Background: an optimization exercise with open tools, aiming at small area, a short achievable clock period and few clock cycles. Do not read the settings as production practice.
No run shown here included a check of the RTL's function; only the layout flow was run.

## flow/design.v (module list and top-level ports; edited modules follow where they fit)
// module RFC_CORDIC_exp: 261 lines
// module RFC_CORDIC_div: 132 lines
// module Dual_mode_neuron: 460 lines
// module mul27_cs4: 911 lines
module Dual_mode_neuron (
    input wire clk,
    input wire rstn,
    input wire mode,     
    input wire signed [26 : 0] i_in,    
    output reg signed [26 : 0] v,
    output reg signed [26:0] h_0,
    output reg done
);
  // ...
==> flow/run.sh <==
#!/bin/bash
# synth_recipe.tcl (not shown) runs the flow's synth.tcl, then flattens the netlist and writes it again
# the make line also repeats each setting of config.mk as NAME=value (left out here)
make -C /OpenROAD-flow-scripts/flow DESIGN_CONFIG=/design/flow/config.mk WORK_HOME=/design/flow/orfs CLKGATE_MAP_FILE= SYNTH_SCRIPT=/design/flow/synth_recipe.tcl finish
==> flow/config.mk <==
export PLATFORM = sky130hd
export DESIGN_NAME = Dual_mode_neuron
export DESIGN_NICKNAME = Dual_mode_neuron
export VERILOG_FILES = /design/flow/design.v
export SDC_FILE = /design/flow/constraint.sdc
export NUM_CORES = 8
export LEC_CHECK = 0
export CAP_MARGIN = 20
export CORE_MARGIN = 2
export CORE_UTILIZATION = 40
export PLACE_DENSITY = 0.75
export SETUP_SLACK_MARGIN = 4
export SLEW_MARGIN = 20
==> flow/constraint.sdc <==
create_clock -name core_clock -period 11.0 [get_ports {clk}]
set_input_delay 2.2000 -clock core_clock [delete_from_list [all_inputs] [get_ports {clk}]]
set_output_delay 2.2000 -clock core_clock [all_outputs]
set_load 0.01 [all_outputs]
==> metrics.csv, run 1 <==
stage;metric;value;unit
worst_setup_path;path_delay_family;adder cells;
yosys;netlist_top_cells_count;nand2_1 (1,214), edfxtp_1 (824), inv_1 (760);
cells_and_area;layout_common_cells;nand2_1 (1,194), edfxtp_1 (824), inv_1 (723);
grt;met2_usage;53.7;%
sta;finalSetupViolations;0;
cells_and_area;top_register;pr0;
grt;busiest_layer;met2;
worst_setup_path;r2r_slack;3.61;ns
yosys;synth_compound_area_share;18.8;%
worst_hold_path;hold_start;uexp.tg[1];
detailed_routing;ant_nets;0;
cells_and_area;nFillCells;24400;
yosys;synth_xor_area_share;6.05;%
worst_setup_path;crit_top_cell;fa_1;
yosys;synth_flop_cell;edfxtp_1;
yosys;synthMuxAreaShare;3.13;%
die;taps;3515;
detailed_routing;routed-wl-met2;212000;um
cells_and_area;seq_area_share;28.6;%
sta;maxSlewViolCount;0;
cells_and_area;multi_input_area_share;54.2;%
die;die_w;517;um
placement;portBuffers;84;
clock_network;postCtsSetupBuffers;242;
yosys;synth.largest_area_cell;edfxtp_1;
cells_and_area;seq_cell_count;1302;
status;status;finished clean;
yosys;synth_fa_ha_area_share;18.5;%
worst_setup_path;worst_setup_path_start_kind;register;
job;drv_cap;0;
cells_and_area;drive_gt1_share;16.4;%
cells_and_area;num_antenna_cells;88;
worst_setup_path;cp_slowest_stage_delay;0.62;ns
cells_and_area;final.clkbuf_count;205;
grt;use_met1;48.0;%
detailed_routing;vias;101329;
worst_setup_path;crit_start;uexp.sidx_oh[4];
sta;fin_hold_ws;0.428;ns
cells_and_area;final_cells;15350;
die;die_height;517;um
==> module Dual_mode_neuron, before the edit <==
module Dual_mode_neuron (
    input wire clk,
    input wire rstn,
    input wire mode,     
    input wire signed [26 : 0] i_in,    
    output reg signed [26 : 0] v,
    output reg signed [26:0] h_0,
    output reg done
);
function [26:0] ext;     
    input [22:0] c;
    ext = {{2{c[22]}}, c[21:0], {3{c[22]}}};
endfunction
reg  signed [26:0] V, W, m_0, n_0;
reg  signed [26:0] TA, TB;           
reg  signed [26:0] ACC, P15;         
reg         [20:0] TAH;              
reg                aflag;            
reg                pflag;            
reg                vflag;            
reg                bflag;            
reg  signed [26:0] ma, mb;
reg         [2:0]  mtag;             
reg         [44:0] pr0, pr1, pr2, pr3;
reg                psg;
reg         [2:0]  tag1;
reg  signed [26:0] MO_X, MO_M, MO_N, MO_Z;
reg                mvM, mvN, mvZ;
wire [44:0] pr0_n, pr1_n, pr2_n, pr3_n;
mul27_cs4 mul (.a(ma), .b(mb), .r0(pr0_n), .r1(pr1_n), .r2(pr2_n), .r3(pr3_n));
wire [44:0] psum = pr0 + pr1 + pr2 + pr3;
wire signed [26:0] mres = {psg, psum[44:19]};
always @(posedge clk) begin
    pr0 <= pr0_n;
    pr1 <= pr1_n;
    pr2 <= pr2_n;
    pr3 <= pr3_n;
    psg <= (ma != 27'sd0) & (mb != 27'sd0) & (ma[26] ^ mb[26]);
    if (tag1 == 3'd1) MO_X <= mres;
    if (tag1 == 3'd2) MO_M <= mres;
    if (tag1 == 3'd3) MO_Z <= mres;
    if (tag1 == 3'd4) MO_N <= mres;
end
always @(posedge clk or negedge rstn) begin
    if (!rstn) tag1 <= 3'd0;
    else       tag1 <= mtag;
end
reg  signed [26:0] aa, ab;
reg                asub;
wire signed [26:0] asum = aa + (asub ? ~ab : ab) + {26'd0, asub};
reg  signed [26:0] AO_X, AO_M, AO_N;
reg  [20:0] SX1, SX2, SX3, SX4;
reg  [3:0]  sxv;                 
reg  [1:0]  xp;                  
reg  [20:0] SD1x, SD1y, SD2x, SD2y, SD3y;
reg         sd1xv, sd1yv, sd2xv, sd2yv, sd3yv;
reg  [1:0]  dp;                  
reg  [22:0] R1, R2, R3, R4, RD1, RD2, RD3;
reg  [3:0]  rxv;                 
reg  [2:0]  rdv;                 
reg         e4s;                 
wire        x_ready, x_cond, x_la, x_idone, x_ishort;
wire [1:0]  x_itag;
wire [22:0] x_ires;
wire        d_ready, d_fdone;
wire [1:0]  d_ftag;
wire [22:0] d_fres;
reg         ad_start;            
reg  [20:0] ad_x;
reg         ad_leak;
reg         ad_abort;
wire [1:0]  xtag = (xp == 2'd0) ? 2'd0 : (xp == 2'd1) ? 2'd3 : (xp == 2'd2) ? 2'd2 : 2'd1;
wire [20:0] xslot = (xtag == 2'd0) ? SX1 : (xtag == 2'd1) ? SX2 : (xtag == 2'd2) ? SX3 : SX4;
wire        hx_start = mode & sxv[xtag] & ~rxv[xtag] & x_ready;
wire [1:0]  dtag = dp;
wire        dslot_ok = (dtag == 2'd0) ? (sd1xv & sd1yv) : (dtag == 2'd1) ? (sd2xv & sd2yv) : sd3yv;
wire [20:0] dx = (dtag == 2'd0) ? SD1x : (dtag == 2'd1) ? SD2x : 21'd16384;
wire [20:0] dy = (dtag == 2'd0) ? SD1y : (dtag == 2'd1) ? SD2y : SD3y;
wire        hd_start = mode & dslot_ok & ~rdv[dtag] & d_ready;
wire        xgo;                 
RFC_CORDIC_exp uexp (
    .clk(clk), .rst_n(rstn),
    .start(hx_start | (ad_start & xgo)), .op_leak(mode ? 1'b0 : ad_leak),
    .op_tag(mode ? xtag : 2'd0),
    .x_init(mode ? xslot : ad_x), .abort(ad_abort & xgo),
    .ready(x_ready), .cond(x_cond), .la(x_la),
    .idone(x_idone), .itag(x_itag), .ires(x_ires), .ishort(x_ishort)
);
RFC_CORDIC_div udiv (
    .clk(clk), .rst_n(rstn),
    .start(hd_start), .op_tag(dtag),
    .x_init(dx), .y_init(dy),
    .ready(d_ready), .fdone(d_fdone), .ftag(d_ftag), .fres(d_fres)
);
always @(posedge clk or negedge rstn) begin
    if (!rstn) begin
        xp <= 2'd0;
        dp <= 2'd0;
    end
    else begin
        if (hx_start) xp <= xp + 2'd1;
        if (hd_start) dp <= (dp == 2'd2) ? 2'd0 : dp + 2'd1;
    end
end
always @(posedge clk) begin
    if (x_idone) begin
        case (x_itag)
            2'd0: R1 <= x_ires;
            2'd1: R2 <= x_ires;
            2'd2: R3 <= e4s ? R4 : x_ires;       
            default: begin R4 <= x_ires; e4s <= x_ishort; end
        endcase
    end
    if (d_fdone) begin
        case (d_ftag)
            2'd0: RD1 <= d_fres;
            2'd1: RD2 <= d_fres;
            default: RD3 <= d_fres;
        endcase
    end
end
wire        r1_now = x_idone & (x_itag == 2'd0);
wire        r1_ok  = rxv[0] | r1_now;
wire [22:0] r1_val = r1_now ? x_ires : R1;
wire signed [26:0] r1  = ext(r1_val);
wire signed [26:0] r2  = ext(R2);
wire signed [26:0] r3  = ext(R3);
wire signed [26:0] r4  = ext(R4);
wire signed [26:0] rd1 = ext(RD1);
wire signed [26:0] rd2 = ext(RD2);
wire signed [26:0] rd3 = ext(RD3);
wire [23:0] t2b = {r2[26], r2[22:0]};
wire [20:0] t3b = {r3[26], r3[19:0]};
wire [23:0] t2c = {r4[26], r4[22:0]};
wire signed [26:0] beta_n = { {6{t3b[20]}} , t3b} >>> 3;
wire signed [26:0] beta_m = { {3{t2c[23]}} , t2c} <<< 2;
wire signed [26:0] ah_ext = { {6{TAH[20]}} , TAH};
wire [20:0] sl_n   = ~{MO_X[26], MO_X[22:3]};                        
wire [20:0] ou_x1  = sl_n + 21'd1 - 21'd196608;                     
wire [20:0] ou_x23 = sl_n + 21'd1;                                  
wire signed [26:0] mneg = -MO_X;
wire [20:0] ou_x4  = {mneg[26], mneg[22:3]};                        
localparam [4:0]
    XT0 = 5'd0,  XT1 = 5'd1,  XT2 = 5'd2,  XT3 = 5'd3,                 
    XT4 = 5'd4,  XT5 = 5'd5,  XT6 = 5'd6,  XT7 = 5'd7,                 
    XH0 = 5'd8,  XH1 = 5'd9,  XH2 = 5'd10, XH3 = 5'd11, XH4 = 5'd12, XH5 = 5'd13, XH6 = 5'd14,  
    XV1 = 5'd15, XV3 = 5'd16, XV5 = 5'd17,                             
    XP0 = 5'd18, XQ0 = 5'd19,                                          
    H0 = 5'd20, H1 = 5'd21, H2 = 5'd22, H3 = 5'd23, H4 = 5'd24, H5 = 5'd25, H6 = 5'd26, H7 = 5'd27,
    AX = 5'd28, AXS = 5'd29, S1 = 5'd30, S2 = 5'd31;
localparam [3:0]
    YA0 = 4'd0,  YA1 = 4'd1,                                           
    YM0 = 4'd2,  YM1 = 4'd3,  YM2 = 4'd4,  YM3 = 4'd5,  YM4 = 4'd6,  YM5 = 4'd7,  YM6 = 4'd8,
    YP0 = 4'd9;                                                        
localparam [3:0]
    YN0 = 4'd0,  YN1 = 4'd1,  YN2 = 4'd2,  YN3 = 4'd3,  YN4 = 4'd4,
    YK0 = 4'd5,  YK1 = 4'd6,  YK2 = 4'd7,  YK3 = 4'd8,  YK4 = 4'd9;
localparam [1:0]
    Z0  = 2'd0, Z1  = 2'd1, Z2  = 2'd2;                                
reg [4:0] pcX;
reg [3:0] pcM;
reg [3:0] pcN;
reg [1:0] pcZ;
reg       xfirst;        
reg       nfirst;        
reg       tah_v;         
reg       mvX;
reg               okX, umX, uaX;  reg signed [26:0] maX, mbX, aaX, abX; reg asX;
reg               okM, umM, uaM;  reg signed [26:0] maM, mbM, aaM, abM; reg asM;
reg               okN, umN, uaN;  reg signed [26:0] maN, mbN, aaN, abN; reg asN;
reg               okZ, umZ, uaZ;  reg signed [26:0] maZ, mbZ, aaZ, abZ; reg asZ;
reg       sp_c1, sp_c2, sp_e0;
wire signed [26:0] tb_p   = (pcX == AX) ? 27'sd0 : r1;
wire signed [26:0] tb_q   = (pcX == AX) ? V : TA;
wire signed [26:0] tb_n   = tb_p + tb_q + $signed(27'd26214400);
wire        [20:0] x_new  = {TB[26], TB[23:4]} - $signed(21'd452706);
wire               esp    = TB >= $signed('d10485760);
wire signed [26:0] a0_vr  = $signed(-27'b0_0111010_0000000000000000000) + $signed(27'd26214400);
wire        [20:0] x_vr   = {a0_vr[26], a0_vr[23:4]} - $signed(21'd452706);
wire        [3:0]  ei_new = x_new[20] ? ~x_new[19:16] : x_new[19:16];
wire               vneg   = AO_X[26];
always @(*) begin
    okX = 1'b1; umX = 1'b0; uaX = 1'b0;
    maX = 27'sd0; mbX = 27'sd0; aaX = 27'sd0; abX = 27'sd0; asX = 1'b0;
    ad_start = 1'b0; ad_x = x_new; ad_leak = 1'b0; ad_abort = 1'b0;
    case (pcX)
    XP0: begin uaX = mode; aaX = V; end
    XT0: begin okX = ~(|sxv) & ~sd1xv & ~sd2xv;
               umX = 1'b1; maX = $signed(27'd52429); mbX = AO_X;
               uaX = 1'b1; aaX = AO_X; abX = $signed(27'd31457280); end
    XT1: begin okX = mvX; umX = 1'b1; maX = AO_X; mbX = $signed(27'd29127);
               uaX = 1'b1; aaX = V; abX = $signed(27'd26214400); end
    XT2: begin okX = mvX; umX = 1'b1; maX = TB; mbX = $signed(27'd5243); end
    XT3: begin okX = mvX; umX = 1'b1; maX = AO_X; mbX = $signed(27'd6554);
               uaX = 1'b1; aaX = V; abX = $signed(27'd18350080); end
    XT4: begin okX = mvX; umX = 1'b1; maX = TB; mbX = $signed(27'd52429); end
    XT5: begin okX = mvX; umX = 1'b1; maX = AO_X; mbX = $signed(27'd26215);
               uaX = 1'b1; aaX = $signed(-27'd25910313); abX = V; asX = 1'b1; end
    XT6: begin okX = mvX; umX = 1'b1; maX = $signed(27'd157286); mbX = TB >>> 7; end
    XT7: begin okX = mvX & ~bflag; uaX = 1'b1; aaX = V; abX = { {6{MO_X[26]}}, MO_X[26], MO_X[19:0]}; end
    XQ0: begin okX = pflag; umX = 1'b1; maX = P15; mbX = h_0;
               uaX = 1'b1; aaX = $signed(27'd28898755); abX = V; asX = 1'b1; end
    XH0: begin okX = rdv[2] & tah_v; uaX = 1'b1; aaX = ah_ext; abX = rd3; end
    XH1: begin umX = 1'b1; maX = AO_X; mbX = h_0; end
    XH2: begin uaX = 1'b1; aaX = $signed(27'd28898755); abX = V; asX = 1'b1; end
    XH3: begin okX = mvX; uaX = 1'b1; aaX = ah_ext; abX = MO_X; asX = 1'b1; end
    XH4: begin uaX = 1'b1; aaX = AO_X >>> 7; abX = h_0; end
    XH5: ;
    XH6: begin okX = pflag; umX = 1'b1; maX = P15; mbX = h_0; end
    XV1: begin okX = mvX; umX = 1'b1; maX = MO_X; mbX = $signed(27'd62914560); end
    XV3: begin okX = mvX & aflag; umX = 1'b1; maX = MO_X; mbX = TA >>> 7;
               uaX = 1'b1; aaX = ACC; abX = i_in; end
    XV5: begin okX = mvX; uaX = 1'b1; aaX = AO_X; abX = MO_X; end
    H0: begin umX = 1'b1; maX = $signed(27'd349); mbX = V; end
    H1: begin umX = 1'b1; maX = $signed(27'd524113); mbX = W; end
    H2: begin umX = 1'b1; maX = $signed(27'd524025); mbX = V; uaX = 1'b1; aaX = MO_X; abX = $signed(27'd24466); end
    H3: begin umX = 1'b1; maX = $signed(-27'd53); mbX = W; uaX = 1'b1; aaX = MO_X; abX = AO_X; end
    H4: begin uaX = 1'b1; aaX = MO_X; abX = i_in; end
    H5: begin uaX = 1'b1; aaX = MO_X >>> 1; abX = AO_X; end
    H6: begin okX = r1_ok; uaX = 1'b1; aaX = r1; abX = TA; end
    H7: begin ad_start = 1'b1; ad_x = vneg ? x_new : x_vr; end
    AX: ;
    AXS: begin ad_start = 1'b1; ad_x = x_new; end
    S1: ;
    S2: begin ad_abort = ~(sp_c1 & sp_e0);
              ad_start = ~(sp_c1 & sp_e0); ad_x = x_vr;
              ad_leak = sp_c1 | sp_c2; end
    default: ;
    endcase
end
always @(*) begin
    okM = 1'b1; umM = 1'b0; uaM = 1'b0;
    maM = 27'sd0; mbM = 27'sd0; aaM = 27'sd0; abM = 27'sd0; asM = 1'b0;
    case (pcM)
    YP0: begin umM = 1'b1; maM = m_0; mbM = m_0; end
    YA0: begin okM = rxv[1] & ~tah_v; umM = 1'b1; maM = { {3{t2b[23]}} , t2b}; mbM = $signed(27'd36700); end
    YA1: begin okM = mvM; end
    YM0: begin okM = rdv[1] & rxv[3]; uaM = 1'b1; aaM = rd2; abM = beta_m; end
    YM1: begin umM = 1'b1; maM = AO_M; mbM = m_0; end
    YM2: begin okM = mvM; uaM = 1'b1; aaM = rd2; abM = MO_M; asM = 1'b1; end
    YM3: begin uaM = 1'b1; aaM = AO_M >>> 7; abM = m_0; end
    YM4: begin umM = 1'b1; maM = AO_M; mbM = AO_M; end
    YM5: begin okM = mvM; umM = 1'b1; maM = MO_M; mbM = m_0; end
    YM6: begin okM = mvM & ~pflag; end
    default: ;
    endcase
end
always @(*) begin
    okN = 1'b1; umN = 1'b0; uaN = 1'b0;
    maN = 27'sd0; mbN = 27'sd0; aaN = 27'sd0; abN = 27'sd0; asN = 1'b0;
    case (pcN)
    YN0: begin okN = rdv[0] & rxv[2]; uaN = 1'b1; aaN = rd1; abN = beta_n; end
    YN1: begin umN = 1'b1; maN = AO_N; mbN = n_0; end
    YN2: begin okN = mvN; uaN = 1'b1; aaN = rd1; abN = MO_N; asN = 1'b1; end
    YN3: begin uaN = 1'b1; aaN = AO_N >>> 7; abN = n_0; end
    YN4: begin umN = 1'b1; maN = nfirst ? n_0 : AO_N; mbN = nfirst ? n_0 : AO_N; end
    YK0: begin okN = vflag | nfirst; uaN = 1'b1; aaN = $signed(-27'd37822136); abN = V; asN = 1'b1; end
    YK1: begin okN = mvN; umN = 1'b1; maN = MO_N; mbN = MO_N; end
    YK2: begin okN = mvN; umN = 1'b1; maN = MO_N; mbN = $signed(27'd18874368); end
    YK3: begin okN = mvN; umN = 1'b1; maN = MO_N; mbN = AO_N >>> 7; end
    YK4: begin okN = mvN & bflag & ~aflag;
               uaN = 1'b1; aaN = ACC; abN = { {4{MO_N[26]}}, MO_N[26], MO_N[21:0]}; end
    default: ;
    endcase
end
always @(*) begin
    okZ = 1'b1; umZ = 1'b0; uaZ = 1'b0;
    maZ = 27'sd0; mbZ = 27'sd0; aaZ = 27'sd0; abZ = 27'sd0; asZ = 1'b0;
    case (pcZ)
    Z0: begin okZ = r1_ok & ~sd2yv & ~sd1yv & ~sd3yv;
              umZ = 1'b1; maZ = r1; mbZ = $signed(27'd70955);
              uaZ = 1'b1; aaZ = $signed(27'd524288); abZ = r1; end
    Z1: begin okZ = mvZ; umZ = 1'b1; maZ = ext(R1); mbZ = $signed(27'd317997);
              uaZ = 1'b1; aaZ = $signed(27'd524288); abZ = MO_Z; asZ = 1'b1; end
    Z2: begin okZ = mvZ; uaZ = 1'b1; aaZ = $signed(27'd524288); abZ = MO_Z; asZ = 1'b1; end
    default: ;
    endcase
end
wire hh = mode;
wire rZ = hh & okZ, rX = okX, rM = hh & okM, rN = hh & okN;
wire sMZ = rZ & umZ;
wire sMX = rX & umX & ~sMZ;
wire sMM = rM & umM & ~sMZ & ~(rX & umX);
wire sMN = rN & umN & ~sMZ & ~(rX & umX) & ~(rM & umM);
wire sAZ = rZ & uaZ;
wire sAX = rX & uaX & ~sAZ;
wire sAM = rM & uaM & ~sAZ & ~(rX & uaX);
wire sAN = rN & uaN & ~sAZ & ~(rX & uaX) & ~(rM & uaM);
wire gZ = rZ & (~umZ | sMZ) & (~uaZ | sAZ);
wire gX = rX & (~umX | sMX) & (~uaX | sAX);
wire gM = rM & (~umM | sMM) & (~uaM | sAM);
wire gN = rN & (~umN | sMN) & (~uaN | sAN);
assign xgo = gX;
always @(*) begin
    ma = sMZ ? maZ : sMX ? maX : sMM ? maM : maN;
    mb = sMZ ? mbZ : sMX ? mbX : sMM ? mbM : mbN;
    mtag = (sMZ & gZ) ? 3'd3 : (sMX & gX) ? 3'd1 : (sMM & gM) ? 3'd2 : (sMN & gN) ? 3'd4 : 3'd0;
    aa = sAZ ? aaZ : sAX ? aaX : sAM ? aaM : aaN;
    ab = sAZ ? abZ : sAX ? abX : sAM ? abM : abN;
    asub = sAZ ? asZ : sAX ? asX : sAM ? asM : asN;
end
always @(posedge clk or negedge rstn) begin
    if (!rstn) begin
        mvX <= 1'b0; mvM <= 1'b0; mvN <= 1'b0; mvZ <= 1'b0;
    end
    else begin
        if (gX & umX) mvX <= 1'b0; else if (tag1 == 3'd1) mvX <= 1'b1;
        if (gM & umM) mvM <= 1'b0; else if (tag1 == 3'd2) mvM <= 1'b1;
        if (gN & umN) mvN <= 1'b0; else if (tag1 == 3'd4) mvN <= 1'b1;
        if (gZ & umZ) mvZ <= 1'b0; else if (tag1 == 3'd3) mvZ <= 1'b1;
    end
end
always @(posedge clk) begin
    if (gX & uaX & ~(pcX == XT1 || pcX == XT3 || pcX == XT5)) AO_X <= asum;    
    if (gM & uaM) AO_M <= asum;
    if (gN & uaN) AO_N <= asum;
end
always @(posedge clk or negedge rstn) begin
    if (!rstn) begin
        pcX <= XP0;
        pcM <= YP0;
        pcN <= YN4;
        pcZ <= Z0;
        xfirst <= 1'b1;
        nfirst <= 1'b1;
    end
    else begin
        if (gX) begin
            case (pcX)
                XP0:  pcX <= mode ? XT0 : AX;
                XT7:  pcX <= xfirst ? XQ0 : XH0;
                XQ0:  begin pcX <= XV1; xfirst <= 1'b0; end
                XH5:  pcX <= XH6;
                XH6:  pcX <= XV1;
                XV1:  pcX <= XV3;
                XV3:  pcX <= XV5;
                XV5:  pcX <= XT0;
                H7:   pcX <= (vneg & esp) ? S1 : H0;
                AXS:  pcX <= esp ? S1 : H0;
                S2:   pcX <= H0;
                default: pcX <= pcX + 5'd1;
            endcase
        end
        if (gM) begin
            case (pcM)
                YP0:  pcM <= YM5;
                YA1:  pcM <= YM0;
                YM6:  pcM <= YA0;
                default: pcM <= pcM + 4'd1;
            endcase
        end
        if (gN) begin
            case (pcN)
                YK4:  begin pcN <= YN0; nfirst <= 1'b0; end
                default: pcN <= pcN + 4'd1;
            endcase
        end
        if (gZ) pcZ <= (pcZ == Z2) ? Z0 : pcZ + 2'd1;
    end
end
always @(posedge clk) begin
    if (gX) case (pcX)
        XT1: begin SX1 <= ou_x1; TB <= asum; end
        XT2: SX4 <= ou_x4;
        XT3: begin SD1x <= { {6{MO_X[26]}}, MO_X[19:5]}; TB <= asum; end
        XT4: SX3 <= ou_x23;
        XT5: begin SD2x <= { {3{MO_X[26]}}, MO_X[22:5]}; TB <= asum; end
        XT6: SX2 <= ou_x23;
        XT7: ACC <= asum;
        XQ0: TA <= asum;
        XH2: TA <= asum;
        H5:  TA <= asum;
        H6:  TB <= tb_n;
        AX:  TB <= tb_n;
        default: ;
    endcase
    if (gM && pcM == YA1) TAH <= {MO_M[26], MO_M[19:0]};
    if (gM && pcM == YM6) P15 <= MO_M;
    if (gN && pcN == YK4) ACC <= asum;
    if (gZ) case (pcZ)
        Z0:  SD3y <= {asum[26], asum[24:5]};
        Z1:  SD1y <= {asum[26], asum[24:5]};     
        Z2:  SD2y <= {asum[26], asum[24:5]};     
        default: ;
    endcase
end
wire [3:0] sx_set = (gX && pcX == XT1) ? 4'b0001 : (gX && pcX == XT2) ? 4'b1000 :
                    (gX && pcX == XT4) ? 4'b0100 : (gX && pcX == XT6) ? 4'b0010 : 4'b0000;
wire [3:0] rx_clr = {(gM && pcM == YM0), (gN && pcN == YN0), (gM && pcM == YA0), (gZ && pcZ == Z1) | (gX && pcX == H6)};
wire [2:0] rd_clr = {(gX && pcX == XH0), (gM && pcM == YM2), (gN && pcN == YN2)};
always @(posedge clk or negedge rstn) begin
    if (!rstn) begin
        sxv <= 4'd0;
        sd1xv <= 1'b0; sd1yv <= 1'b0; sd2xv <= 1'b0; sd2yv <= 1'b0; sd3yv <= 1'b0;
        rxv <= 4'd0; rdv <= 3'd0;
        aflag <= 1'b0; pflag <= 1'b0; vflag <= 1'b0; bflag <= 1'b0; tah_v <= 1'b0;
    end
    else begin
        sxv <= (sxv & ~(hx_start ? (4'd1 << xtag) : 4'd0)) | sx_set;
        if (hd_start && dtag == 2'd0) begin sd1xv <= 1'b0; sd1yv <= 1'b0; end
        else begin
            if (gX && pcX == XT3) sd1xv <= 1'b1;
            if (gZ && pcZ == Z1)  sd1yv <= 1'b1;
        end
        if (hd_start && dtag == 2'd1) begin sd2xv <= 1'b0; sd2yv <= 1'b0; end
        else begin
            if (gX && pcX == XT5) sd2xv <= 1'b1;
            if (gZ && pcZ == Z2)  sd2yv <= 1'b1;
        end
        if (hd_start && dtag == 2'd2) sd3yv <= 1'b0;
        else if (gZ && pcZ == Z0)     sd3yv <= 1'b1;
        rxv <= (rxv | (x_idone ? (4'd1 << x_itag) : 4'd0)) & ~rx_clr;
        rdv <= (rdv | (d_fdone ? (3'd1 << d_ftag) : 3'd0)) & ~rd_clr;
        if (gN && pcN == YK4) aflag <= 1'b1;
        else if (gX && pcX == XV3) aflag <= 1'b0;
        if (gM && pcM == YM6) pflag <= 1'b1;
        else if (gX && (pcX == XH6 || pcX == XQ0)) pflag <= 1'b0;
        if (gX && pcX == XT0 && !xfirst) vflag <= 1'b1;
        else if (gN && pcN == YK0 && !nfirst) vflag <= 1'b0;
        if (gX && pcX == XT7) bflag <= 1'b1;
        else if (gN && pcN == YK4) bflag <= 1'b0;
        if (gM && pcM == YA1) tah_v <= 1'b1;
        else if (gX && pcX == XH3) tah_v <= 1'b0;
    end
end
always @(posedge clk) begin
    if (pcX == H7 || pcX == AXS) sp_e0 <= (ei_new == 4'd0);
    if (pcX == S1) begin sp_c1 <= x_cond; sp_c2 <= x_la; end    
end
always @(posedge clk or negedge rstn) begin
    if (!rstn) begin
        V    <= 0;
        W    <= 0;
        m_0  <= 27'b0_0000000_0000110110001010111;
        n_0  <= 27'b0_0000000_0101000101010100110;
        h_0  <= 27'b0_0000000_1001100010011010000;
        done <= 1'b0;
    end
    else begin
        done <= 1'b0;
        if (gX) case (pcX)
            XH5: begin h_0 <= AO_X; done <= 1'b1; end
            XT0: V <= AO_X;
            H4:  W <= AO_X;
            H7:  begin
                    V <= vneg ? AO_X : $signed(-27'b0_0111010_0000000000000000000);
                    done <= 1'b1;
                 end
            S2:  begin V <= $signed(-27'b0_0111010_0000000000000000000); done <= 1'b1; end
            default: ;
        endcase
        if (gM && pcM == YM4) m_0 <= AO_M;
        if (gN && pcN == YN4 && !nfirst) n_0 <= AO_N;
    end
end
always @(posedge clk or negedge rstn) begin
    if (!rstn)  v <= 0;
    else        v <= V;
end
endmodule
==> inputs of run 2 (changes only) <==
--- a/flow/design.v
+++ b/flow/design.v
@@ -396,7 +396,7 @@
     input wire rstn,
     input wire mode,     
     input wire signed [26 : 0] i_in,    
-    output reg signed [26 : 0] v,
+    output wire signed [26 : 0] v,
     output reg signed [26:0] h_0,
     output reg done
 );
@@ -404,9 +404,8 @@
     input [22:0] c;
     ext = {{2{c[22]}}, c[21:0], {3{c[22]}}};
 endfunction
-reg  signed [26:0] V, W, m_0, n_0;
-reg  signed [26:0] TA, TB;           
-reg  signed [26:0] ACC, P15;         
+reg  signed [26:0] V, m_0, n_0;      
+reg  signed [26:0] ACC;              
 reg         [20:0] TAH;              
 reg                aflag;            
 reg                pflag;            
@@ -417,8 +416,8 @@
 reg         [44:0] pr0, pr1, pr2, pr3;
 reg                psg;
 reg         [2:0]  tag1;
-reg  signed [26:0] MO_X, MO_M, MO_N, MO_Z;
-reg                mvM, mvN, mvZ;
+reg  signed [26:0] MO_X, MO_M, MO_N;
+reg                mvM, mvN;
 wire [44:0] pr0_n, pr1_n, pr2_n, pr3_n;
 mul27_cs4 mul (.a(ma), .b(mb), .r0(pr0_n), .r1(pr1_n), .r2(pr2_n), .r3(pr3_n));
 wire [44:0] psum = pr0 + pr1 + pr2 + pr3;
@@ -431,7 +430,6 @@
     psg <= (ma != 27'sd0) & (mb != 27'sd0) & (ma[26] ^ mb[26]);
     if (tag1 == 3'd1) MO_X <= mres;
     if (tag1 == 3'd2) MO_M <= mres;
-    if (tag1 == 3'd3) MO_Z <= mres;
     if (tag1 == 3'd4) MO_N <= mres;
 end
 always @(posedge clk or negedge rstn) begin
@@ -564,10 +562,10 @@
 reg               okZ, umZ, uaZ;  reg signed [26:0] maZ, mbZ, aaZ, abZ; reg asZ;
 reg       sp_c1, sp_c2, sp_e0;
 wire signed [26:0] tb_p   = (pcX == AX) ? 27'sd0 : r1;
-wire signed [26:0] tb_q   = (pcX == AX) ? V : TA;
+wire signed [26:0] tb_q   = (pcX == AX) ? V : AO_X;
 wire signed [26:0] tb_n   = tb_p + tb_q + $signed(27'd26214400);
-wire        [20:0] x_new  = {TB[26], TB[23:4]} - $signed(21'd452706);
-wire               esp    = TB >= $signed('d10485760);
+wire        [20:0] x_new  = {ACC[26], ACC[23:4]} - $signed(21'd452706);
+wire               esp    = ACC >= $signed('d10485760);
 wire signed [26:0] a0_vr  = $signed(-27'b0_0111010_0000000000000000000) + $signed(27'd26214400);
 wire        [20:0] x_vr   = {a0_vr[26], a0_vr[23:4]} - $signed(21'd452706);
 wire        [3:0]  ei_new = x_new[20] ? ~x_new[19:16] : x_new[19:16];
@@ -581,36 +579,36 @@
     XT0: begin okX = ~(|sxv) & ~sd1xv & ~sd2xv;
                umX = 1'b1; maX = $signed(27'd52429); mbX = AO_X;
                uaX = 1'b1; aaX = AO_X; abX = $signed(27'd31457280); end
-    XT1: begin okX = mvX; umX = 1'b1; maX = AO_X; mbX = $signed(27'd29127);
+    XT1: begin okX = mvX; umX = 1'b1; maX = AO_X; mbX = $signed(27'd29127); end
+    XT2: begin okX = mvX; umX = 1'b1; maX = AO_X; mbX = $signed(27'd6554); end
+    XT3: begin okX = mvX; umX = 1'b1; maX = AO_X; mbX = $signed(27'd26215);
                uaX = 1'b1; aaX = V; abX = $signed(27'd26214400); end
-    XT2: begin okX = mvX; umX = 1'b1; maX = TB; mbX = $signed(27'd5243); end
-    XT3: begin okX = mvX; umX = 1'b1; maX = AO_X; mbX = $signed(27'd6554);
+    XT4: begin okX = mvX; umX = 1'b1; maX = AO_X; mbX = $signed(27'd5243);
                uaX = 1'b1; aaX = V; abX = $signed(27'd18350080); end
-    XT4: begin okX = mvX; umX = 1'b1; maX = TB; mbX = $signed(27'd52429); end
-    XT5: begin okX = mvX; umX = 1'b1; maX = AO_X; mbX = $signed(27'd26215);
+    XT5: begin okX = mvX; umX = 1'b1; maX = AO_X; mbX = $signed(27'd52429);
                uaX = 1'b1; aaX = $signed(-27'd25910313); abX = V; asX = 1'b1; end
-    XT6: begin okX = mvX; umX = 1'b1; maX = $signed(27'd157286); mbX = TB >>> 7; end
+    XT6: begin okX = mvX; umX = 1'b1; maX = $signed(27'd157286); mbX = AO_X >>> 7; end
     XT7: begin okX = mvX & ~bflag; uaX = 1'b1; aaX = V; abX = { {6{MO_X[26]}}, MO_X[26], MO_X[19:0]}; end
-    XQ0: begin okX = pflag; umX = 1'b1; maX = P15; mbX = h_0;
-               uaX = 1'b1; aaX = $signed(27'd28898755); abX = V; asX = 1'b1; end
+    XQ0: begin okX = pflag; umX = 1'b1; maX = MO_M; mbX = h_0; end
     XH0: begin okX = rdv[2] & tah_v; uaX = 1'b1; aaX = ah_ext; abX = rd3; end
     XH1: begin umX = 1'b1; maX = AO_X; mbX = h_0; end
-    XH2: begin uaX = 1'b1; aaX = $signed(27'd28898755); abX = V; asX = 1'b1; end
+    XH2: ;
     XH3: begin okX = mvX; uaX = 1'b1; aaX = ah_ext; abX = MO_X; asX = 1'b1; end
     XH4: begin uaX = 1'b1; aaX = AO_X >>> 7; abX = h_0; end
     XH5: ;
-    XH6: begin okX = pflag; umX = 1'b1; maX = P15; mbX = h_0; end
-    XV1: begin okX = mvX; umX = 1'b1; maX = MO_X; mbX = $signed(27'd62914560); end
-    XV3: begin okX = mvX & aflag; umX = 1'b1; maX = MO_X; mbX = TA >>> 7;
+    XH6: begin okX = pflag; umX = 1'b1; maX = MO_M; mbX = h_0; end
+    XV1: begin okX = mvX; umX = 1'b1; maX = MO_X; mbX = $signed(27'd62914560);
+               uaX = 1'b1; aaX = $signed(27'd28898755); abX = V; asX = 1'b1; end
+    XV3: begin okX = mvX & aflag; umX = 1'b1; maX = MO_X; mbX = AO_X >>> 7;
                uaX = 1'b1; aaX = ACC; abX = i_in; end
     XV5: begin okX = mvX; uaX = 1'b1; aaX = AO_X; abX = MO_X; end
     H0: begin umX = 1'b1; maX = $signed(27'd349); mbX = V; end
-    H1: begin umX = 1'b1; maX = $signed(27'd524113); mbX = W; end
+    H1: begin umX = 1'b1; maX = $signed(27'd524113); mbX = m_0; end
     H2: begin umX = 1'b1; maX = $signed(27'd524025); mbX = V; uaX = 1'b1; aaX = MO_X; abX = $signed(27'd24466); end
-    H3: begin umX = 1'b1; maX = $signed(-27'd53); mbX = W; uaX = 1'b1; aaX = MO_X; abX = AO_X; end
+    H3: begin umX = 1'b1; maX = $signed(-27'd53); mbX = m_0; uaX = 1'b1; aaX = MO_X; abX = AO_X; end
     H4: begin uaX = 1'b1; aaX = MO_X; abX = i_in; end
     H5: begin uaX = 1'b1; aaX = MO_X >>> 1; abX = AO_X; end
-    H6: begin okX = r1_ok; uaX = 1'b1; aaX = r1; abX = TA; end
+    H6: begin okX = r1_ok; uaX = 1'b1; aaX = r1; abX = AO_X; end
     H7: begin ad_start = 1'b1; ad_x = vneg ? x_new : x_vr; end
     AX: ;
     AXS: begin ad_start = 1'b1; ad_x = x_new; end
@@ -626,7 +624,7 @@
     maM = 27'sd0; mbM = 27'sd0; aaM = 27'sd0; abM = 27'sd0; asM = 1'b0;
     case (pcM)
     YP0: begin umM = 1'b1; maM = m_0; mbM = m_0; end
-    YA0: begin okM = rxv[1] & ~tah_v; umM = 1'b1; maM = { {3{t2b[23]}} , t2b}; mbM = $signed(27'd36700); end
+    YA0: begin okM = rxv[1] & ~tah_v & ~pflag; umM = 1'b1; maM = { {3{t2b[23]}} , t2b}; mbM = $signed(27'd36700); end
     YA1: begin okM = mvM; end
     YM0: begin okM = rdv[1] & rxv[3]; uaM = 1'b1; aaM = rd2; abM = beta_m; end
     YM1: begin umM = 1'b1; maM = AO_M; mbM = m_0; end
@@ -634,7 +632,7 @@
     YM3: begin uaM = 1'b1; aaM = AO_M >>> 7; abM = m_0; end
     YM4: begin umM = 1'b1; maM = AO_M; mbM = AO_M; end
     YM5: begin okM = mvM; umM = 1'b1; maM = MO_M; mbM = m_0; end
-    YM6: begin okM = mvM & ~pflag; end
+    YM6: begin okM = mvM; end
     default: ;
     endcase
 end
@@ -663,9 +661,9 @@
     Z0: begin okZ = r1_ok & ~sd2yv & ~sd1yv & ~sd3yv;
               umZ = 1'b1; maZ = r1; mbZ = $signed(27'd70955);
               uaZ = 1'b1; aaZ = $signed(27'd524288); abZ = r1; end
-    Z1: begin okZ = mvZ; umZ = 1'b1; maZ = ext(R1); mbZ = $signed(27'd317997);
-              uaZ = 1'b1; aaZ = $signed(27'd524288); abZ = MO_Z; asZ = 1'b1; end
-    Z2: begin okZ = mvZ; uaZ = 1'b1; aaZ = $signed(27'd524288); abZ = MO_Z; asZ = 1'b1; end
+    Z1: begin umZ = 1'b1; maZ = ext(R1); mbZ = $signed(27'd317997);
+              uaZ = 1'b1; aaZ = $signed(27'd524288); abZ = mres; asZ = 1'b1; end
+    Z2: begin uaZ = 1'b1; aaZ = $signed(27'd524288); abZ = mres; asZ = 1'b1; end
     default: ;
     endcase
 end
@@ -694,17 +692,16 @@
 end
 always @(posedge clk or negedge rstn) begin
     if (!rstn) begin
-        mvX <= 1'b0; mvM <= 1'b0; mvN <= 1'b0; mvZ <= 1'b0;
+        mvX <= 1'b0; mvM <= 1'b0; mvN <= 1'b0;
     end
     else begin
         if (gX & umX) mvX <= 1'b0; else if (tag1 == 3'd1) mvX <= 1'b1;
         if (gM & umM) mvM <= 1'b0; else if (tag1 == 3'd2) mvM <= 1'b1;
         if (gN & umN) mvN <= 1'b0; else if (tag1 == 3'd4) mvN <= 1'b1;
-        if (gZ & umZ) mvZ <= 1'b0; else if (tag1 == 3'd3) mvZ <= 1'b1;
     end
 end
 always @(posedge clk) begin
-    if (gX & uaX & ~(pcX == XT1 || pcX == XT3 || pcX == XT5)) AO_X <= asum;    
+    if (gX & uaX) AO_X <= asum;
     if (gM & uaM) AO_M <= asum;
     if (gN & uaN) AO_N <= asum;
 end
@@ -753,22 +750,18 @@
 end
 always @(posedge clk) begin
     if (gX) case (pcX)
-        XT1: begin SX1 <= ou_x1; TB <= asum; end
+        XT1: SX1 <= ou_x1;
         XT2: SX4 <= ou_x4;
-        XT3: begin SD1x <= { {6{MO_X[26]}}, MO_X[19:5]}; TB <= asum; end
-        XT4: SX3 <= ou_x23;
-        XT5: begin SD2x <= { {3{MO_X[26]}}, MO_X[22:5]}; TB <= asum; end
-        XT6: SX2 <= ou_x23;
+        XT3: SX3 <= ou_x23;
+        XT4: SX2 <= ou_x23;
+        XT5: SD1x <= { {6{MO_X[26]}}, MO_X[19:5]};
+        XT6: SD2x <= { {3{MO_X[26]}}, MO_X[22:5]};
         XT7: ACC <= asum;
-        XQ0: TA <= asum;
-        XH2: TA <= asum;
-        H5:  TA <= asum;
-        H6:  TB <= tb_n;
-        AX:  TB <= tb_n;
+        H6:  ACC <= tb_n;
+        AX:  ACC <= tb_n;
         default: ;
     endcase
     if (gM && pcM == YA1) TAH <= {MO_M[26], MO_M[19:0]};
-    if (gM && pcM == YM6) P15 <= MO_M;
     if (gN && pcN == YK4) ACC <= asum;
     if (gZ) case (pcZ)
         Z0:  SD3y <= {asum[26], asum[24:5]};
@@ -778,7 +771,7 @@
     endcase
 end
 wire [3:0] sx_set = (gX && pcX == XT1) ? 4'b0001 : (gX && pcX == XT2) ? 4'b1000 :
-                    (gX && pcX == XT4) ? 4'b0100 : (gX && pcX == XT6) ? 4'b0010 : 4'b0000;
+                    (gX && pcX == XT3) ? 4'b0100 : (gX && pcX == XT4) ? 4'b0010 : 4'b0000;
 wire [3:0] rx_clr = {(gM && pcM == YM0), (gN && pcN == YN0), (gM && pcM == YA0), (gZ && pcZ == Z1) | (gX && pcX == H6)};
 wire [2:0] rd_clr = {(gX && pcX == XH0), (gM && pcM == YM2), (gN && pcN == YN2)};
 always @(posedge clk or negedge rstn) begin
@@ -792,12 +785,12 @@
         sxv <= (sxv & ~(hx_start ? (4'd1 << xtag) : 4'd0)) | sx_set;
         if (hd_start && dtag == 2'd0) begin sd1xv <= 1'b0; sd1yv <= 1'b0; end
         else begin
-            if (gX && pcX == XT3) sd1xv <= 1'b1;
+            if (gX && pcX == XT5) sd1xv <= 1'b1;
             if (gZ && pcZ == Z1)  sd1yv <= 1'b1;
         end
         if (hd_start && dtag == 2'd1) begin sd2xv <= 1'b0; sd2yv <= 1'b0; end
         else begin
-            if (gX && pcX == XT5) sd2xv <= 1'b1;
+            if (gX && pcX == XT6) sd2xv <= 1'b1;
             if (gZ && pcZ == Z2)  sd2yv <= 1'b1;
         end
         if (hd_start && dtag == 2'd2) sd3yv <= 1'b0;
@@ -823,7 +816,6 @@
 always @(posedge clk or negedge rstn) begin
     if (!rstn) begin
         V    <= 0;
-        W    <= 0;
         m_0  <= 27'b0_0000000_0000110110001010111;
         n_0  <= 27'b0_0000000_0101000101010100110;
         h_0  <= 27'b0_0000000_1001100010011010000;
@@ -832,24 +824,21 @@
     else begin
         done <= 1'b0;
         if (gX) case (pcX)
+            XP0: if (!mode) m_0 <= 0;
             XH5: begin h_0 <= AO_X; done <= 1'b1; end
             XT0: V <= AO_X;
-            H4:  W <= AO_X;
-            H7:  begin
-                    V <= vneg ? AO_X : $signed(-27'b0_0111010_0000000000000000000);
-                    done <= 1'b1;
-                 end
-            S2:  begin V <= $signed(-27'b0_0111010_0000000000000000000); done <= 1'b1; end
+            H4:  m_0 <= AO_X;
+            H6:  done <= 1'b1;                   
+            H7:  V <= vneg ? AO_X : $signed(-27'b0_0111010_0000000000000000000);
+            S1:  done <= 1'b1;
+            S2:  V <= $signed(-27'b0_0111010_0000000000000000000);
             default: ;
         endcase
         if (gM && pcM == YM4) m_0 <= AO_M;
         if (gN && pcN == YN4 && !nfirst) n_0 <= AO_N;
     end
 end
-always @(posedge clk or negedge rstn) begin
-    if (!rstn)  v <= 0;
-    else        v <= V;
-end
+assign v = V;
 endmodule
 module mul27_cs4(input wire [26:0] a, input wire [26:0] b, output wire [44:0] r0, output wire [44:0] r1, output wire [44:0] r2, output wire [44:0] r3);
     wire [27:0] ax = {a[26], a};
==> run 2 against run 1 <==
Against the previous run:
- worst hold slack better by 0.038 ns
- area after synthesis down 4.8%
- utilization down 0.71 points
- via count down 3.9%
- die area down 4.7%
- critical endpoint is now uexp.eo[10]
==> metrics.csv, run 2 <==
stage;metric;value;unit;change
grt;grt_overflow;0;;unchanged
clock_network;cts-root-buf;clkbuf_16;;unchanged
sta;worst_pin_slew;1.30;ns;was 1.35 ns
cells_and_area;top_register;pr0;;unchanged
yosys;synth_cells;11130;;was 11,316
detailed_routing;ant_nets;0;;unchanged
clock_network;numCtsBuffers;140;;was 164
worst_setup_path;arrival;7.72;ns;was 8.01 ns
worst_setup_path;crit_path_end_kind;register;;unchanged
yosys;ys_ff_latch;1139;;was 1,302
detailed_routing;post_drt_wl_per_cell;32.9;um;was 34.7 um
cells_and_area;largest_reg_flops;45;;unchanged
clock_network;ctsHoldBuffers;0;;unchanged
die;die_height;504;um;was 517 um
sta;hold_viol_final;0;;unchanged
yosys;netlist_area;100000;um^2;was 105,000 um^2
cells_and_area;final_nets;12440;;was 12,809
sta;fmax;138;MHz;was 135 MHz
yosys;synth.largest_area_cell;edfxtp_1;;unchanged
sta;finalSetupTns;0;ns;unchanged
sta;maxSlewViolCount;0;;unchanged
cells_and_area;final_common_cell;nand2_1;;unchanged
detailed_routing;drc_errors;0;;unchanged
placement;place.gp.congestion;1.10;;was 1.11
sta;post-route-min-period;7.25;ns;was 7.39 ns
sta;fin_hold_ws;0.466;ns;was 0.428 ns
yosys;synth_enable_flop_cells;716;;was 824
status;status;finished clean;;unchanged
yosys;synth_top_area_share;21.5;%;was 23.5%
die;die_w;504;um;was 517 um
grt;antenna_found_initial;36;;was 93
die;fp-row-count;183;;was 188
sta;fin_skew;0.0727;ns;was 0.108 ns
yosys;netlist_top_cells_count;nand2_1 (1,271), o21ai_0 (762), inv_1 (720);;was nand2_1 (1,214), edfxtp_1 (824), inv_1 (760)
grt;track_usage;36.4;%;was 38.8%
cells_and_area;reg.largest.list;pr0 x45, pr1 x44, pr2 x42;;unchanged
worst_setup_path;crit_fanout;6;;was 3
detailed_routing;vias;97424;;was 101,329
die;core-area;249000;um^2;was 262,000 um^2
yosys;synth-seq-area-share;30.8;%;was 33.7%
worst_setup_path;worst_setup_path_start_kind;register;;unchanged
clock_network;path_clk_slew;0.06;ns;about the same
grt;grt_pass1_vias;90809;;was 93,508
worst_hold_path;hp-class;register to register;;unchanged
clock_network;cts-htree-levels;4;;unchanged
worst_setup_path;timing_worst_setup_path_type;register to register;;unchanged
cells_and_area;drive_gt1_share;14.6;%;was 16.4%
cells_and_area;layout_common_cells;nand2_1 (1,249), edfxtp_1 (716), o21ai_0 (704);;was nand2_1 (1,194), edfxtp_1 (824), inv_1 (723)
sta;rsz0062_at_grt;yes;;unchanged
sta;slew_headroom;12.8;%;was 9.22%
die;start_util;40.3;%;was 40.1%
yosys;yosysWarnings;5;;unchanged
yosys;synthArstFlopShare;14.1;%;was 16.6%
yosys;ys_top_cells_by_area;edfxtp_1 (21%), fa_1 (12%), ha_1 (7.2%), dfxtp_1 (5.2%), nand2_1 (4.8%);;was edfxtp_1 (24%), fa_1 (11%), ha_1 (6.9%), dfxtp_1 (5.0%), xnor2_1 (4.4%)
die;io_pins;85;;unchanged
clock_network;cts_tree;done;;unchanged
worst_setup_path;required;11.47;ns;was 11.62 ns
job;drv_cap;0;;unchanged
yosys;synth_flop_cell;edfxtp_1;;unchanged
placement;portBuffers;84;;unchanged
grt;grt_pass1_wl;674000;um;was 734,000 um
cells_and_area;areaGrowthSynthToFinish;15.8;%;was 17.9%
detailed_routing;drt_iter0_drc;15716;;was 18,453
yosys;yosysMostFrequentCell;nand2_1;;unchanged
clock_network;cts_buffer_depth;3;;was 4
yosys;synth_cell_type_count;114;;was 113
sta;finalSetupViolations;0;;unchanged
detailed_routing;drt_first_pass_iters;13;;was 14
grt;grt_max_degree;83;;was 98
detailed_routing;wirelength;485000;um;was 533,000 um
die;dieArea;254000;um^2;was 267,000 um^2
clock_network;insertion_delay;0.88;ns;was 0.92 ns
cells_and_area;nFillCells;23299;;was 24,400
detailed_routing;drt-vias-per-instance;6.62;;was 6.60
clock_network;cts.sinks;1139;;was 1,302
yosys;synth_fp_nets;12318;;was 12,505
yosys;syn_avg_cell_area;9.00;um^2;was 9.30 um^2
placement;dp_hpwl;339000;um;was 380,000 um
sta;post-route-period-util;65.9;%;was 67.2%
-- run 2: cell count changes in the layout (fill, tap and decap cells not counted), sizes merged, moves of 31 or more --
cell | before | now
edfxtp | 824 | 716
diode | 88 | 26
o21ai | 703 | 797
mux2i | 182 | 151
a21oi | 731 | 601
inv | 762 | 718
buf | 830 | 711
a221o | 27 | 58
a22oi | 223 | 186
mux2 | 131 | 80
dfrtp | 185 | 130
nand2 | 1214 | 1272
-- run 2: logic make-up after synthesis --
kind of cell	Yosys count	synth area share (%)
simple gates	3287	15.1
compound gates	2961	19.9
buf+inv	1568	6.09
fa+ha+maj	1212	19.4
flops	1139	30.8
xor+xnor	733	6.43
mux	230	2.40
-- run 2: worst max-delay path, cell delays in order (launching register included) --
cell and delay (ns):
edfxtp_1 0.48, nor2_1 0.27, nand2_1 0.12, or2_4 0.29
and2_1 0.19, fa_1 0.57, fa_1 0.44, fa_1 0.55
fa_1 0.52, fa_1 0.51, fa_1 0.58, inv_1 0.07
fa_2 0.41, nor2b_4 0.14, o21ai_4 0.06, a21boi_2 0.17
o21ai_2 0.09, a21boi_2 0.19, o21ai_2 0.09, nand2_1 0.07
nor2_1 0.05, o31ai_2 1.00
-- run 2: final cells by class --
cell class                      count  area, um^2  area share [%]
Multi-Input combinational cell   8425       66400            57.3
Sequential cell                  1139       30800            26.6
Timing Repair Buffer              805        6910            5.96
Tap cell                         3330        4170            3.59
Clock buffer                      184        3820            3.29
Inverter                          740        2880            2.49
Clock inverter                     76         911           0.785
Antenna cell                       26        65.1          0.0561
Timing Repair inverter              1        5.00         0.00431
-- run 2: repair_timing --
action / CTS / global route
gates cloned: 5 / 8
pin swaps: 84 / 127
gates resized for setup: 304 / 352
endpoints found under the setup margin: 365 / 307
buffers inserted: 167 / 153
-- run 2: final timing paths --
check | startpoint | to | slack [ns] | cells after the start
min in group asynchronous | rstn | V[10] | 1.42 | 1
setup / recovery | uexp.sidx_oh[24] | uexp.eo[10] | 3.75 | 21
hold / removal | uexp.tg[1] | uexp.itg[1] | 0.47 | 0
setup reg to reg | uexp.sidx_oh[24] | uexp.eo[10] | 3.75 | 21
hold reg to reg | uexp.tg[1] | uexp.itg[1] | 0.47 | 0
max in group asynchronous | rstn | pcX[3] | 7.56 | 3
-- run 2: metrics by stage --
| stage | area (um^2) | cells | setup WS (ns) | util, % |
|---|---|---|---|---|
| after floorplan | 100000 | 11130 | 3.89 | - |
| after global placement | 106000 | 14101 | 2.28 | 42.4 |
| after detailed placement | 106000 | 14101 | 1.99 | 42.4 |
| after CTS | 113000 | 14533 | 3.77 | 45.4 |
| after global routing | 116000 | 14704 | 3.40 | 46.6 |
| final | 116000 | 14726 | 3.75 | 46.6 |
-- run 2: metal layers --
metal / up-vias / GRT usage [%] / wire length (um)
li1: 40302 / - / -
met1: 46855 / 43.2 / 169000
met2: 7901 / 52.0 / 197000
met3: 2334 / 14.7 / 69400
met4: 32 / 28.9 / 49300
met5: - / 0.0563 / 291

[what the ideal ports hide]
In the flow no input, the clock included, has a driving cell. The finished layouts below were timed again as built, in two steps.
Step 1 (the two cells are an assumption about what drives the block):
set clk [get_ports {clk}]
set_driving_cell -lib_cell sky130_fd_sc_hd__clkbuf_16 $clk
set_driving_cell -lib_cell sky130_fd_sc_hd__buf_2 [delete_from_list [all_inputs] $clk]
Step 2 also shifts input and output timing later by t, the mid clock arrival at the registers, as if the neighbouring blocks saw the same clock.
a / b / c = ideal ports / drivers / drivers and shift; a / b = the first two.
run | t, ns | slack for setup (ns) | hold WS [ns] | slew at the worst register clock pin (ns) | cell pins on the clock port's net
run 1 | 0.962 | 3.607 / 3.607 / 3.022 | 0.428 / 0.428 / 0.428 | 0.08 / 0.08 | 1
run 2 | 0.951 | 3.750 / 3.750 / 3.084 | 0.466 / 0.466 / 0.466 | 0.08 / 0.08 | 1
After both steps every run listed still meets setup and hold. The setup slack of run 2, which loses most, moves by 0.000 ns with the drivers and by -0.666 ns with both steps.
